Source: an optimization exercise on an open RTL-to-GDS flow (aim: small area and a short achievable clock period). Production flows keep margins and buffers that such runs may drop. Function was checked by simulation only, so behaviour that the tests miss may differ from the original. Power figures rest on the tool's default switching activity, not on a simulated workload.

## JK
// Controller
module Controller (CLK, reset, busIn, instrIn, imemAddr, out);
==> flow/config.mk <==
export PLATFORM = sky130hd
export DESIGN_NAME = Controller
export DESIGN_NICKNAME = Controller
export VERILOG_FILES = /design/flow/design.v
export SDC_FILE = /design/flow/constraint.sdc
export NUM_CORES = 4
export LEC_CHECK = 0
export ABC_AREA = 1
export CAP_MARGIN = 20
export CORE_MARGIN = 2
export CORE_UTILIZATION = 45
export SETUP_SLACK_MARGIN = 2.5
export SLEW_MARGIN = 20
==> flow/constraint.sdc <==
create_clock -name core_clock -period 9.0 [get_ports {CLK}]
set_input_delay 1.8000 -clock core_clock [delete_from_list [all_inputs] [get_ports {CLK}]]
set_output_delay 1.8000 -clock core_clock [all_outputs]
set_load 0.01 [all_outputs]
standard.sh (not shown) runs the stock make flow with config.mk's settings and CLKGATE_MAP_FILE= SYNTH_SCRIPT=/design/flow/synth_recipe.tcl, a recipe that flattens the netlist after the stock synthesis.
==> flow/flow/run.sh <==
#!/bin/bash
# Own layout flow: the standard ORFS flow with two changes.
#  - Synthesis: ADDER_MAP_FILE is left empty, so Yosys does not extract full/half adder cells
#    before ABC and ABC maps the adders' gates itself (faster, no larger). Everything else in
#    the standard synthesis, and so every register, its name and cell type, is unchanged.
#  - Placement: every port still gets a buffer, but sky130_fd_sc_hd__buf_1 instead of the delay
#    cell buffer_ports picks by default; the resizer upsizes these where timing needs it.
# Each step's full log is under orfs/logs/; make's own output goes to standard_finish.log.
set -euo pipefail
export BUFFER_PORTS_ARGS="-buffer_cell sky130_fd_sc_hd__buf_1"
bash standard.sh ADDER_MAP_FILE= finish > standard_finish.log 2>&1
Inputs modified between JK and MS:
Settings: a change of SETUP_SLACK_MARGIN from 2.5 to 1; a change of CORE_UTILIZATION from 45 to 30.
Results
Delta (MS minus JK): number of clock sinks essentially unchanged; power increased about 1.2%; final period demand of the worst path increased 1.12 ns.
| worst setup margin | MS vs JK | 1.12 ns lower |
Inputs modified between MS and AL:
Settings: a change of SETUP_SLACK_MARGIN from 1 to 2.
## What came out
Summary of AL over MS: share of power burned in the clock network shows a reduction of 0.2 points; cell area shows an increase of about 1%; top achievable clock speed shows an increase of 15 MHz; core utilization shows an increase of 0.33 points; number of global-route vias before repair shows no meaningful change. Lower number of instances resized during post-cts repair goes to MS over AL. Higher net switching power was reported by AL, not MS. Going from MS to AL, final cell count without fillers did not really move; total power of the final layout went up; setup slack on the worst flop-to-flop path did not really move.
## Diff of input files: TR against AL
Settings: SETUP_SLACK_MARGIN: 2 -> 3.
Notes after the runs:
- The source of the critical timing path comes out instrIn[8] in one run and instrIn[0] in the other, namely in TR and AL respectively.
- AL has a lower total power than TR.
- From AL to TR the numbers moved as follows: internal power component up 13%, power attributed to combinational cells up about 43%.
For PW, these inputs were changed with respect to TR:
Settings: a deleted SETUP_SLACK_MARGIN that had been 3.
==> comparison <==
PW gives more sequential share of power than TR did.
Compared with TR, detail-routed net length per standard cell in PW decreased by more than 10%.
Compared with TR, PW instantiates a smaller number of cells.
For the global-route usage over all layers, PW came in 2.6 points lower than TR did.

Another version of the RTL of Controller (not shown whole).
Size in the first run: about 49 flip-flops, about 7900 um^2 of cells after synthesis.
Settings: LEC_CHECK=0, ABC_AREA=1, CAP_MARGIN=20, CORE_MARGIN=2, CORE_UTILIZATION=45, CTS_BUF_LIST=sky130_fd_sc_hd__clkbuf_8, SETUP_SLACK_MARGIN=2.6, SLEW_MARGIN=20, SYNTH_HIERARCHICAL=1; clock period 9.0 ns.
Scripts as last shown in full above: flow/flow/run.sh
The starting point completed with no timing, DRC or antenna violations.
Next try:
- CTS_BUF_LIST: sky130_fd_sc_hd__clkbuf_8 -> not set
- SETUP_SLACK_MARGIN: 2.6 -> 2.8
After rerunning:
- The new run passed the timing, DRC and antenna checks
- cell count grows by 1.8%
- global-route usage went up by 0.44 points
- setup slack gets better by 0.12 ns
- clock power rose by 36%
- critical path depth is higher by 13
- total power rises by 13%
- core utilization goes up by 3.4 points
Next try:
- SETUP_SLACK_MARGIN: 2.8 -> 2.6
Die area does not change.
Final area goes down by 5.8%.
Synthesized area does not change.
Next try:
- CTS_BUF_LIST: not set -> sky130_fd_sc_hd__clkbuf_8
- SETUP_SLACK_MARGIN: 2.6 -> 2.5
Worst setup slack gets worse by 0.062 ns. Die area stays the same. Power shrinks by 10%. Wire length shrinks by 2.9%. Sequential power barely changes. Area after synthesis does not change. Cell count shrinks by 0.39%. First-iteration DRC count shrinks by 8.9%. Final area shrinks by 2.4%. Non-clock buffer count shrinks by 4.
Next try:
- CTS_BUF_LIST: sky130_fd_sc_hd__clkbuf_8 -> not set
Combinational power barely changes; die area is unchanged; clock power grows by 34%; count of clock-buffer cells in the layout does not change; setup slack is better by 0.033 ns; register-to-register slack is about the same; routed wire length grows by 1.3%; cell count barely changes; core utilization grows by 0.55 points.

## port drivers added, routing unchanged
The flow's constraints put no driver on any port. The routed layouts listed below were extracted and timed again, unchanged, in two steps.
Step 1: set_driving_cell puts a clkbuf_16 on CLK and a buf_2 on each other input, an assumption about the parent block.
Step 2 moves the port delays by t, midway between the first and last clock arrival at a register: inputs arrive t later, outputs are due t later. That takes back most of the time a late clock gives input paths.
Slacks: ideal / step 1 / step 2; pairs: ideal / step 1.
| run | shift t [ns] | slack for setup (ns) | hold slack, ns | worst register clock-pin slew, ns | cell pins on the clock port's net |
|---|---|---|---|---|---|
| JK | 0.359 | 2.612 / 2.588 / 2.588 | 0.530 / 0.530 / 0.530 | 0.08 / 0.08 | 1 |
| MS | 0.358 | 1.490 / 1.469 / 1.469 | 0.534 / 0.534 / 0.534 | 0.09 / 0.09 | 1 |
| AL | 0.358 | 2.263 / 2.243 / 2.243 | 0.534 / 0.534 / 0.534 | 0.09 / 0.09 | 1 |
| TR | 0.360 | 2.782 / 2.531 / 2.443 | 0.533 / 0.533 / 0.533 | 0.09 / 0.09 | 1 |
| PW | 0.358 | 1.490 / 1.469 / 1.469 | 0.534 / 0.534 / 0.534 | 0.09 / 0.09 | 1 |
| the first run of note 2 | 0.381 | 2.738 / 2.690 / 2.690 | 0.561 / 0.561 / 0.561 | 0.12 / 0.12 | 1 |
| the second run of note 2 | 0.363 | 2.856 / 2.727 / 2.727 | 0.555 / 0.555 / 0.555 | 0.08 / 0.08 | 1 |
| the third run of note 2 | 0.360 | 2.693 / 2.656 / 2.656 | 0.554 / 0.554 / 0.554 | 0.08 / 0.08 | 1 |
| the fourth run of note 2 | 0.381 | 2.631 / 2.594 / 2.594 | 0.561 / 0.561 / 0.561 | 0.12 / 0.12 | 1 |
| the fifth run of note 2 | 0.359 | 2.664 / 2.627 / 2.627 | 0.554 / 0.554 / 0.554 | 0.08 / 0.08 | 1 |
After both steps setup and hold are still met in every run listed. For TR, which loses most, drivers alone change the setup slack by -0.251 ns; drivers and shift together by -0.339 ns.
